This is an optimization exercise on Yosys and OpenROAD, whose aim is small area, a short achievable clock period and few clock cycles per item, not a production implementation.
No functional check of the RTL was part of any run shown here.
Power and IR drop assume default switching activity.

==> flow/design.v, too long to show whole: its modules and the start of the top module <==
// module systolic_matrix_mult: 2407 lines
module systolic_matrix_mult #(
    parameter DATA_WIDTH = 16,
    parameter FRAC_WIDTH = 8,
    parameter M = 4,
    parameter N = 4,
    parameter K = 4
)(
    input wire clk,
    input wire rst_n,
    input wire start,
    input wire signed [DATA_WIDTH-1:0] a_data,
    input wire [$clog2(M)-1:0] a_row,
    input wire [$clog2(K)-1:0] a_col,
    input wire a_valid,
    input wire signed [DATA_WIDTH-1:0] b_data,
    input wire [$clog2(K)-1:0] b_row,
    input wire [$clog2(N)-1:0] b_col,
    input wire b_valid,
    output reg signed [DATA_WIDTH-1:0] c_data,
    output reg [$clog2(M)-1:0] c_row,
    output reg [$clog2(N)-1:0] c_col,
    output reg c_valid,
    output reg done
);
  // ...
==> flow/flow/run.sh <==
#!/bin/bash
set -euo pipefail
margin=$(cat flow/margin.txt)
bash standard.sh SETUP_SLACK_MARGIN="$margin" finish > standard_flow.log 2>&1
==> flow/flow/margin.txt <==
6.6
==> flow/standard.sh <==
#!/bin/bash
# synth_recipe.tcl (not shown) runs the flow's synth.tcl, then flattens the netlist and writes it again
# the make line also repeats each setting of config.mk as NAME=value (left out here)
make -C /OpenROAD-flow-scripts/flow DESIGN_CONFIG=/design/flow/config.mk WORK_HOME=/design/flow/orfs CLKGATE_MAP_FILE= SYNTH_SCRIPT=/design/flow/synth_recipe.tcl "${@:-finish}"
==> flow/config.mk <==
export PLATFORM = sky130hd
export DESIGN_NAME = systolic_matrix_mult
export DESIGN_NICKNAME = systolic_matrix_mult
export VERILOG_FILES = /design/flow/design.v
export SDC_FILE = /design/flow/constraint.sdc
export NUM_CORES = 4
export LEC_CHECK = 0
export CAP_MARGIN = 20
export CORE_MARGIN = 2
export CORE_UTILIZATION = 30
export SLEW_MARGIN = 20
==> flow/constraint.sdc <==
create_clock -name core_clock -period 10.0 [get_ports {clk}]
set_input_delay 2.0000 -clock core_clock [delete_from_list [all_inputs] [get_ports {clk}]]
set_output_delay 2.0000 -clock core_clock [all_outputs]
set_load 0.01 [all_outputs]
==> impl_results.md, run 1 <==
* Status: finished clean
* Antenna violations before repair at 5
* Largest net degree at the start of global routing at 103
* Clock transition at path regs at about 0.060 ns
* Multi-input logic area at between 20000 and 30000 sq um
* Worst Setup Slack, final at approximately 6.3 ns
* Top pwr grp: registers
* CTS tree: built
* Syn_nets at roughly 4500
* Endpoints failing setup at 0
* GR Util met2 at roughly 28%
* Die area at ~160000 sq um
* Seq/total area at between 30% and 40%
* Ys async rst share at just under 6%
* Critical Path Stages at 13
* Maximum fanout along the worst path at 7
* Most used cell, CP: xnor2_2
* Seq cells at slightly below 900
* CP endpoint kind: flop
* Synth Area in XOR/XNOR at about a tenth
* Worst EP arrival at approximately 4.3 ns
* Ys Warns at 3
* Seq cells post-synth at around 880
* Post-cts resize count at roughly 660
* Worst-case clock buffer depth at 3
* Core box area at approximately 160000 sq um
* Crit-path leading delay family: adder cells
* GR peak layer: met2
* Most common cell in the netlist: edfxtp_1
* Data buffer area share at a little under 9%
* Synth cell count leaders: edfxtp_1, a22oi_1, xor2_1, fa_1, dfxtp_1
* HPWL reported at the end of detailed placement at approximately 99000 um
* Beginning of the worst hold path: p2_j[0]
* Unrepaired setup endpoints after global routing: yes
* Slew headroom at 22.3%
* Sink Count at a little under 900
* Non-Filler Instances at roughly 6400
* Comb pwr share at a little under a third
* Comb_multi_in at about 2500
* Crit start category: flop
* Clk_buf instances at approximately 110
* Fin. max-slew vios at 0
==> inputs of run 2 (changes only) <==
==> flow/flow/margin.txt (replaced) <==
6.8
==> run 2 against run 1 <==
Against the previous run: still clean on timing, DRC and antenna; utilization decreased by 0.73 points; total power is essentially flat; area after synthesis unchanged; critical path depth did not move; critical path type unchanged.
==> impl_results.md, run 2 <==
* Die height at 406 um (unchanged)
* # DRC at 0 (unchanged)
* HPWL reported at the end of detailed placement at 98600 um (was 98800 um)
* Skew final at 0.0878 ns (was 0.0516 ns)
* Largest family of logic cells by synthesized area: adder cells (unchanged)
* Unrepaired setup endpoints after global routing: yes (unchanged)
* Total I/O pin count at 67 (unchanged)
* Most frequent cells in the layout: edfxtp_1, xor2_1, a22oi_1, nand2_1, fa_1 (was edfxtp_1, xor2_1, nand2_1, inv_1, a22oi_2)
* Routed WL per cell at 25.0 um (was 25.3 um)
* Rows at 147 (unchanged)
* Slew @ Worst Pin at 1.11 ns (was 1.16 ns)
* Final Total Pwr at 11.4 mW (about the same)
* Number of global-route vias before repair at 32500 (was 33600)
* Fin. Hold Viols at 0 (unchanged)
* Most common cell in the netlist: edfxtp_1 (unchanged)
* Maximum fanout along the worst path at 6 (was 7)
* Fillcell total at 15300 (was 15200)
* Syn_nets at 4467 (unchanged)
* Fmax achieved at 269 MHz (was 270 MHz)
* Sink Count at 882 (unchanged)
* Fin crit period at 3.72 ns (was 3.70 ns)
* Ys Warns at 3 (unchanged)
* Post-route clock period utilization at 37.2% (was 37.0%)
* Mean Syn Cell Area at 12.2 sq um (unchanged)
* Ys async rst share at 5.90% (unchanged)
* First-pass GRT wire length at 223000 um (was 231000 um)
* Worst-case clock buffer depth at 3 (unchanged)
* Area grow syn2layout at 23.5% (was 25.9%)
* Adder-Cell Fraction of Synth Area at 18.1% (unchanged)
* Cts bufs inserted at 92 (was 91)
* Via count at 32900 (was 33400)
* Share of cells above drive strength 1 at 26.2% (was 30.0%)
* Seq cells post-synth at 882 (unchanged)
* Synth Flop Type: edfxtp_1 (unchanged)
* Yosys top cell area share at 31.8% (unchanged)
* Port Buf Inserts at 66 (unchanged)
* Synth cell count leaders: edfxtp_1, a22oi_1, xor2_1, fa_1, dfxtp_1 (unchanged)
* Clock transition at path regs at 0.07 ns (was 0.06 ns)
* Commonest non-fill, non-tap cell in the layout: edfxtp_1 (unchanged)
* Initial Util at 30.2% (unchanged)
* Synthesized area at 48400 sq um (unchanged)
* All-Layer GR Usage at 18.3% (was 19.3%)
* Final nets at 4613 (was 4675)
* Largest regs: mat_a x256, mat_b x256 (unchanged)
* Yosys cell types at 71 (unchanged)
* Total gr overflow at 0 (unchanged)
* Min-Delay Path Class: reg -> reg (unchanged)
* Critical Path Max Stage Delay at 0.51 ns (was 0.52 ns)
* Die area at 165000 sq um (unchanged)
* Final WL at 159000 um (was 162000 um)
* Crit path cell chain: buf_12, a22oi_2, xor2_1, fa_1, fa_2, fa_1, inv_1, fa_2, xnor2_2, xnor2_1, xnor2_1, xnor2_1, xnor2_1 (was buf_12, a22oi_2, xor2_1, fa_1, fa_2, fa_1, inv_1, fa_2, xnor2_2, xnor2_2, xnor2_2, xnor2_2, xnor2_1)
* First-pass DRT Iterations at 6 (was 9)
* Slew headroom at 26.0% (was 22.3%)
* Sequential element share of the synthesized area at 47.6% (unchanged)
* Fin. max-slew vios at 0 (unchanged)
* Crit start category: flop (unchanged)
* Root buf cell: clkbuf_16 (unchanged)
* CTS H-tree depth at 3 (unchanged)
* CP endpoint kind: flop (unchanged)
* Number of enable flip-flop cells after synthesis at 512 (unchanged)
* CP max-delay cell: fa_1 (unchanged)
* Antenna violations before repair at 4 (was 5)
* PD cells at 190 nW/um^2 (was 187 nW/um^2)
* Largest net degree at the start of global routing at 121 (was 103)
* Peak supply drop at 141 uV (was 154 uV)
* CTS tree: built (unchanged)
* Syn Inst Count at 3970 (unchanged)
* Status: finished clean (unchanged)
* Mux share of post-synthesis cell area at 1.54% (unchanged)
* DR iter-0 viols at 3734 (was 3823)
* RePlAce Congestion at 0.929 (was 0.950)
* Synth Area in XOR/XNOR at 10.2% (unchanged)
* Leak at 21.9 nW (was 22.3 nW)
* Clock Latency Late Sink at 0.74 ns (was 0.71 ns)
* Compound-Gate Fraction of Synth Area at 12.9% (unchanged)
* Number of antenna-violating nets in the routed design at 0 (unchanged)
* Vias/cell at 5.18 (was 5.20)
* Endpoints failing setup at 0 (unchanged)
* Required @ worst endpoint at 10.63 ns (was 10.62 ns)
* Die Wd at 406 um (unchanged)
* Worst EP arrival at 4.35 ns (was 4.33 ns)
* Area leader, netlist: edfxtp_1 (unchanged)
* Core box area at 160000 sq um (unchanged)
* Setup TNS at 0 ns (unchanged)
* Dominant cells by area after synthesis: edfxtp_1, fa_1, dfxtp_1, xor2_1, a22oi_1 (unchanged)
* Critical path class: reg -> reg (unchanged)
* Most used cell, CP: xnor2_1 (was xnor2_2)
* Maxcap violations at 0 (unchanged)
* Simple-gate share of the synthesized area at 4.70% (unchanged)
==> run 2: cell counts after synthesis <==
Identical to the previous run, type by type.
==> run 2: worst max-delay path, delay by kind of cell (launching register included) <==
kind / cells / cell delay [ns]
compound gates: 1 / 0.16
xor+xnor: 6 / 1.06
flops: 1 / 0.42
buf+inv: 2 / 0.22
fa+ha+maj: 4 / 1.74
==> run 2: layout make-up <==
type                            count  area [sq um]  share of cell area (%)
Clock inverter                     35           473                   0.791
Antenna cell                        2          5.00                 0.00837
Tap cell                         2160          2700                    4.52
Sequential cell                   882         23500                    39.2
Inverter                          283          1060                    1.78
Multi-Input combinational cell   2470         24900                    41.7
Timing Repair Buffer              387          4470                    7.48
Clock buffer                      138          2710                    4.53
==> run 2: timing repair <==
| action | in CTS | in global routing |
|---|---|---|
| setup endpoints to repair | 543 | 424 |
| pin swaps | 59 | 96 |
| hold endpoints to repair | 0 | 0 |
| resized for setup | 480 | 250 |
| cloned | 9 | 8 |
| setup buffers | 126 | 120 |
| hold buffers | 0 | 0 |
==> run 2: metrics by stage <==
stage                     hold slack, ns  util, %  std cells  setup WS, ns  cell area [sq um]
after floorplan                    0.310        -       3970          6.50              50300
after global placement             0.312     32.2       5919          5.53              51600
after detailed placement           0.313     32.2       5919          5.45              51600
after CTS                          0.326     35.9       6227          6.38              57500
after global routing               0.327     37.3       6355          6.17              59800
final                              0.326     37.3       6357          6.28              59800
==> run 2: report_power, final <==
| group | switching, mW | total, mW | internal [mW] |
|---|---|---|---|
| combinational | 1.90 | 3.40 | 1.50 |
| sequential | 0.201 | 4.47 | 4.27 |
| clock | 1.51 | 3.52 | 2.01 |
==> run 2: worst paths after layout <==
kind	from	to	slack, ns	cells past startpoint
worst max-delay path	bo1_3	q2_s1249	6.28	13
worst min-delay path	p3_j[0]	c_col[0]	0.33	0
worst max register to register	bo1_3	q2_s1249	6.28	13
worst min register to register	p3_j[0]	c_col[0]	0.33	0
max in group asynchronous	rst_n	b_cnt[0][2]	8.12	2
min in group asynchronous	rst_n	issued[6]	1.40	2
==> run 2: logic make-up (layout without fill, tap and decap cells) <==
logic type	Yosys count	in the layout
AO/OA/AOI/OAI	856	859
XOR/XNOR	562	562
adder cells (fa/ha/maj)	452	452
buffers and inverters	621	843
flip-flops	882	882
multiplexers	74	74
other	0	2
AND/OR/NAND/NOR	523	523
==> run 2: layer usage <==
layer	vias to the layer above	part of all wire, %	wire [um]	global-route usage, %
met5	-	0	0	0
met2	1878	45	70900	28.2
met3	446	9.7	15400	3.61
met4	0	5.5	8790	8.37
li1	13900	-	-	-
met1	16700	40	64200	24.8

==> re-timing with driven ports <==
Ports are ideal in the flow. The routed layouts listed here were re-timed in OpenROAD. Step 1: set_driving_cell puts a clkbuf_16 on clk and a buf_2 on each other input, an assumption about the parent block. Step 2, shift: input delay + t, output delay - t, t = (earliest + latest rising clock arrival at the registers) / 2. This alone moves slack from input paths to output paths. Slacks: ideal / step 1 / step 2; pairs: ideal / step 1.
run | shift t [ns] | setup WS [ns] | worst setup path after step 2 | cell pins on the clock port's net
run 1 | 0.764 | 6.296 / 6.296 / 5.862 | input to register | 1
run 2 | 0.777 | 6.281 / 6.281 / 6.062 | input to register | 1
After both steps every run listed still meets setup and hold. For run 1, which loses most, drivers alone change the setup slack by 0.000 ns; drivers and shift together by -0.434 ns.
